This is an optimization exercise on Yosys and OpenROAD, whose aim is small area, a short achievable clock period and few clock cycles per item, not a production implementation.
Only simulation tests tie the RTL to the original design; equivalence was not proved.
The clock port is modelled as an ideal driver, which makes a skipped or thinned clock tree look cheaper than it is; a real chip needs a root buffer or a tree.
Power is estimated from default activity; no workload was simulated.

==> run D: inputs <==
## IOTDF
module IOTDF( clk, rst, in_en, iot_in, fn_sel, busy, valid, iot_out);
==> module IOTDF, before the edit <==
module IOTDF( clk, rst, in_en, iot_in, fn_sel, busy, valid, iot_out);
    input          clk;
    input          rst;
    input          in_en;
    input  [7:0]   iot_in;
    input  [2:0]   fn_sel;
    output         busy;
    output         valid;
    output [127:0] iot_out;
    reg  [3:0]   cnt;       
    reg  [7:0]   d0;        
    reg  [7:0]   d1;        
    reg  [11:0]  s;         
    reg          first;     
    reg          g_sel;     
    reg          f_sel;     
    reg          last;      
    reg          o_valid;
    reg  [127:0] o_data;
    assign busy    = 1'b0;
    assign valid   = o_valid;
    assign iot_out = o_data;
    wire start = (cnt == 4'd0);
    wire [5:0] fs = d0[7:2] ^ d0[5:0] ^ s[7:2];
    wire [5:0] fc = (d0[7:2] & d0[5:0]) | (d0[7:2] & s[7:2]) | (d0[5:0] & s[7:2]);
    wire [1:0] hs = d0[7:6] ^ s[9:8];
    wire [1:0] hc = d0[7:6] & s[9:8];
    wire [11:0] tp = {s[11:10], hs, fs, d0[1:0]};
    wire [11:0] tq = {1'b0, hc, fc, 1'b0, s[1:0]};
    wire [11:0] t   = tp + tq;
    wire [7:0]  fir = t[11:4];
    wire [4:0] us = d0[7:3] ^ d0[4:0] ^ d1[6:2];
    wire [4:0] uc = (d0[7:3] & d0[4:0]) | (d0[7:3] & d1[6:2]) | (d0[4:0] & d1[6:2]);
    wire       hus = d0[5] ^ d1[7];
    wire       huc = d0[5] & d1[7];
    wire [11:0] up = {1'b0, d0[7:6], hus, us, d0[2:0]};
    wire [11:0] uq = {2'b00, huc, uc, 1'b1, d1[1:0], 1'b0};
    wire [11:0] s_nxt = up + uq;
    wire        p = o_data[0] & ~first;
    reg  [7:0]  gray;
    integer i;
    always @(*) begin
        gray[7] = p ^ d0[7];
        for (i = 6; i >= 0; i = i - 1) gray[i] = gray[i+1] ^ d0[i];
    end
    wire [7:0] res = ({8{g_sel}} & gray) | ({8{f_sel}} & fir);
    always @(posedge clk) begin
        d0    <= iot_in;
        d1    <= start ? 8'd0 : d0;
        s     <= start ? 12'd8 : s_nxt;
        first <= start;
        g_sel <= (fn_sel == 3'b001);
        f_sel <= (fn_sel == 3'b010);
        o_data <= {o_data[119:0], res};
        if (rst) begin
            cnt     <= 4'd0;
            last    <= 1'b0;
            o_valid <= 1'b0;
        end else begin
            if (in_en) cnt <= cnt + 4'd1;
            last    <= in_en & (cnt == 4'd15);
            o_valid <= last;
        end
    end
endmodule
clock: 5.5 ns
lec_check: 0
abc_clock_period_in_ps: 2000
cap_margin: 20
core_area: 2.3 2.72 109.02 108.8
die_area: 0 0 111.405 111.405
setup_slack_margin: 3.45
slew_margin: 20
standard.sh (not shown) runs the stock make flow with config.mk's settings and CLKGATE_MAP_FILE= SYNTH_SCRIPT=/design/flow/synth_recipe.tcl, a recipe that flattens the netlist after the stock synthesis.
==> flow/flow/run.sh <==
#!/bin/bash
# The standard ORFS layout with three changes:
#  - synthesis maps all logic with ABC under a delay target (map -D) instead of
#    extracting full/half adder cells first (ADDER_MAP_FILE empty); sizing and
#    buffering are left to OpenROAD's repair steps;
#  - the port buffers are the smallest buffer, buf_1;
#  - the clock tree is two levels of clock buffers (flow/clock_tree.tcl,
#    run as ORFS's PRE_CTS_TCL hook) instead of TritonCTS's two-level H-tree.
# Everything else (synthesis script, floorplan, placement, the repair steps in
# CTS, routing) is the standard flow. Each step's output goes to a log file in
# this folder.
set -euo pipefail
D=${ABC_D:-1400}
rm -rf scripts_synth
cp -r "$FLOW_HOME/scripts" scripts_synth
cat > scripts_synth/abc_speed.script <<EOS
strash
dch
map -D $D
topo
EOS
bash standard.sh SCRIPTS_DIR="$PWD/scripts_synth" ADDER_MAP_FILE= synth > synth.log 2>&1
bash standard.sh BUFFER_PORTS_ARGS="-buffer_cell sky130_fd_sc_hd__buf_1" PRE_CTS_TCL="$PWD/flow/clock_tree.tcl" finish > layout.log 2>&1
==> flow/flow/clock_tree.tcl <==
set nleaf [expr {[info exists ::env(CLOCK_TREE_LEAVES)] ? $::env(CLOCK_TREE_LEAVES) : 12}]
set nroot [expr {[info exists ::env(CLOCK_TREE_ROOTS)] ? $::env(CLOCK_TREE_ROOTS) : 4}]
set leaf_cell [expr {[info exists ::env(CLOCK_TREE_LEAF_CELL)] ? $::env(CLOCK_TREE_LEAF_CELL) : "sky130_fd_sc_hd__clkbuf_8"}]
set root_cell [expr {[info exists ::env(CLOCK_TREE_ROOT_CELL)] ? $::env(CLOCK_TREE_ROOT_CELL) : "sky130_fd_sc_hd__clkbuf_8"}]
set block [ord::get_db_block]
set db [ord::get_db]
set clknet [$block findNet clk]
if {$clknet eq "NULL"} { error "clock net clk not found" }

proc center {inst} {
  set bb [$inst getBBox]
  return [list [expr {([$bb xMin] + [$bb xMax]) / 2}] [expr {([$bb yMin] + [$bb yMax]) / 2}]]
}

# split a list of {item x y} into n groups of nearly equal size: halve along
# the longer side of the group's bounding box, recursively
proc split_items {items n} {
  if {$n <= 1} { return [list $items] }
  set xs [lmap s $items {lindex $s 1}]
  set ys [lmap s $items {lindex $s 2}]
  set w [expr {[tcl::mathfunc::max {*}$xs] - [tcl::mathfunc::min {*}$xs]}]
  set h [expr {[tcl::mathfunc::max {*}$ys] - [tcl::mathfunc::min {*}$ys]}]
  set idx [expr {$w >= $h ? 1 : 2}]
  set sorted [lsort -integer -index $idx $items]
  set n1 [expr {$n / 2}]
  set k [expr {int(round([llength $sorted] * double($n1) / $n))}]
  return [concat [split_items [lrange $sorted 0 [expr {$k - 1}]] $n1] \
                 [split_items [lrange $sorted $k end] [expr {$n - $n1}]]]
}

# one buffer driving a group of {iterm x y}, placed at the group's centroid
proc drive_group {block master name group} {
  set sx 0; set sy 0
  foreach s $group { incr sx [lindex $s 1]; incr sy [lindex $s 2] }
  set cx [expr {$sx / [llength $group]}]
  set cy [expr {$sy / [llength $group]}]
  set buf [odb::dbInst_create $block $master $name]
  set net [odb::dbNet_create $block "${name}_net"]
  $net setSigType CLOCK
  foreach s $group {
    set it [lindex $s 0]
    $it disconnect
    $it connect $net
  }
  [$buf findITerm X] connect $net
  $buf setLocation [expr {$cx - [$master getWidth] / 2}] [expr {$cy - [$master getHeight] / 2}]
  $buf setPlacementStatus PLACED
  puts "clock_tree.tcl: $name drives [llength $group] pins at ([expr {$cx / 1000.0}], [expr {$cy / 1000.0}])"
  return [list [$buf findITerm A] $cx $cy]
}

set sinks {}
foreach it [$clknet getITerms] {
  lappend sinks [concat [list $it] [center [$it getInst]]]
}
puts "clock_tree.tcl: [llength $sinks] sinks, $nroot roots, $nleaf leaves"

set leaf_master [$db findMaster $leaf_cell]
set root_master [$db findMaster $root_cell]
set leaves {}
set i 0
foreach g [split_items $sinks $nleaf] {
  set a [drive_group $block $leaf_master "clkbuf_leaf_$i" $g]
  [lindex $a 0] connect $clknet
  lappend leaves $a
  incr i
}
set i 0
foreach g [split_items $leaves $nroot] {
  set a [drive_group $block $root_master "clkbuf_root_$i" $g]
  [lindex $a 0] connect $clknet
  incr i
}
$clknet setSigType CLOCK

# cts.tcl calls clock_tree_synthesis next: the tree is built, so only switch
# timing to the propagated clock that the built tree now carries.
rename clock_tree_synthesis tritoncts_clock_tree_synthesis
proc clock_tree_synthesis {args} {
  puts "clock_tree.tcl: clock tree built before CTS; TritonCTS skipped"
  set_propagated_clock [all_clocks]
}
==> inputs of run X, as changes to run D <==
--- a/flow/design.v
+++ b/flow/design.v
@@ -11,7 +11,7 @@
     reg  [3:0]   cnt;       
     reg  [7:0]   d0;        
     reg  [7:0]   d1;        
-    reg  [11:0]  s;         
+    reg  [7:0]   d2;        
     reg          first;     
     reg          g_sel;     
     reg          f_sel;     
@@ -22,21 +22,8 @@
     assign valid   = o_valid;
     assign iot_out = o_data;
     wire start = (cnt == 4'd0);
-    wire [5:0] fs = d0[7:2] ^ d0[5:0] ^ s[7:2];
-    wire [5:0] fc = (d0[7:2] & d0[5:0]) | (d0[7:2] & s[7:2]) | (d0[5:0] & s[7:2]);
-    wire [1:0] hs = d0[7:6] ^ s[9:8];
-    wire [1:0] hc = d0[7:6] & s[9:8];
-    wire [11:0] tp = {s[11:10], hs, fs, d0[1:0]};
-    wire [11:0] tq = {1'b0, hc, fc, 1'b0, s[1:0]};
-    wire [11:0] t   = tp + tq;
+    wire [11:0] t   = {4'd0, d0} * 12'd5 + {4'd0, d1} * 12'd9 + {4'd0, d2} * 12'd2 + 12'd8;
     wire [7:0]  fir = t[11:4];
-    wire [4:0] us = d0[7:3] ^ d0[4:0] ^ d1[6:2];
-    wire [4:0] uc = (d0[7:3] & d0[4:0]) | (d0[7:3] & d1[6:2]) | (d0[4:0] & d1[6:2]);
-    wire       hus = d0[5] ^ d1[7];
-    wire       huc = d0[5] & d1[7];
-    wire [11:0] up = {1'b0, d0[7:6], hus, us, d0[2:0]};
-    wire [11:0] uq = {2'b00, huc, uc, 1'b1, d1[1:0], 1'b0};
-    wire [11:0] s_nxt = up + uq;
     wire        p = o_data[0] & ~first;
     reg  [7:0]  gray;
     integer i;
@@ -48,7 +35,7 @@
     always @(posedge clk) begin
         d0    <= iot_in;
         d1    <= start ? 8'd0 : d0;
-        s     <= start ? 12'd8 : s_nxt;
+        d2    <= start ? 8'd0 : d1;
         first <= start;
         g_sel <= (fn_sel == 3'b001);
         f_sel <= (fn_sel == 3'b010);
==> flow/run.sh (new file) <==
#!/bin/bash
# synth_recipe.tcl (not shown) runs the flow's synth.tcl, then flattens the netlist and writes it again
# the make line also repeats each setting of config.mk as NAME=value (left out here)
make -C /OpenROAD-flow-scripts/flow DESIGN_CONFIG=/design/flow/config.mk WORK_HOME=/design/flow/orfs CLKGATE_MAP_FILE= SYNTH_SCRIPT=/design/flow/synth_recipe.tcl finish
==> flow/config.mk (replaced) <==
export PLATFORM = sky130hd
export DESIGN_NAME = IOTDF
export DESIGN_NICKNAME = IOTDF
export VERILOG_FILES = /design/flow/design.v
export SDC_FILE = /design/flow/constraint.sdc
export NUM_CORES = 4
export LEC_CHECK = 0
export CAP_MARGIN = 20
export CORE_MARGIN = 2
export CORE_UTILIZATION = 40
export SLEW_MARGIN = 20
removed: flow/flow/run.sh
removed: flow/flow/clock_tree.tcl
removed: flow/standard.sh
==> run summary <==
Between run X and run D, the lower setup slack is in run X (gap 1.9 ns).
Against run X, the clock skew of run D is higher by 0.021 ns.
Against run D, the clock power of run X is higher by about 90%.
Of run D and run X, run D has the higher fmax (gap about 90%, measured against run X).
==> figures <==
Run status: run D no timing/DRC/antenna violations; run X no timing/DRC/antenna violations
Global-route total usage across every layer: run D 14.9%; run X 15.8%
Post-synthesis cell count: run D 440; run X 367
Reg-to-reg startpoint: run D d0[3]; run X d0[2]
Cell with the largest stage delay on the worst path: run D dfxtp_4; run X fa_1
Chip height: run D 111 microns; run X 115 microns
Multi-input logic area: run D 1510 sq um; run X 1500 sq um
Reg clk slew, reported paths: run D 0.08 ns; run X 0.06 ns
Leakage power: run D 2.42 nW; run X 3.00 nW
Detailed-route via count: run D 3567; run X 3006
Testbench counts of run D, summed over its fixed seeds: cycles 38,424, blocks 2,400.
Testbench counts of run X, summed over its fixed seeds: cycles 38,424, blocks 2,400.
The clock cells of run D come from the design's own scripts or RTL, not from TritonCTS.

[port drivers added, routing unchanged]
Ports are ideal in the flow. The routed layouts listed here were re-timed in OpenROAD.
Step 1 (the two cells are an assumption about what drives the block):
set clk [get_ports {clk}]
set_driving_cell -lib_cell sky130_fd_sc_hd__clkbuf_16 $clk
set_driving_cell -lib_cell sky130_fd_sc_hd__buf_2 [delete_from_list [all_inputs] $clk]
Step 2 moves the port delays by t, midway between the first and last clock arrival at a register: inputs arrive t later, outputs are due t later. That takes back most of the time a late clock gives input paths.
Three values: ideal, step 1, step 2; two values: the first two.
| run | t (ns) | slack for setup (ns) | pins driven straight from the clock port |
|---|---|---|---|
| run D | 0.351 | 3.400 / 3.400 / 3.400 | 4 |
| run X | 0.446 | 1.465 / 1.465 / 1.465 | 1 |
After both steps setup and hold are still met in every run listed.
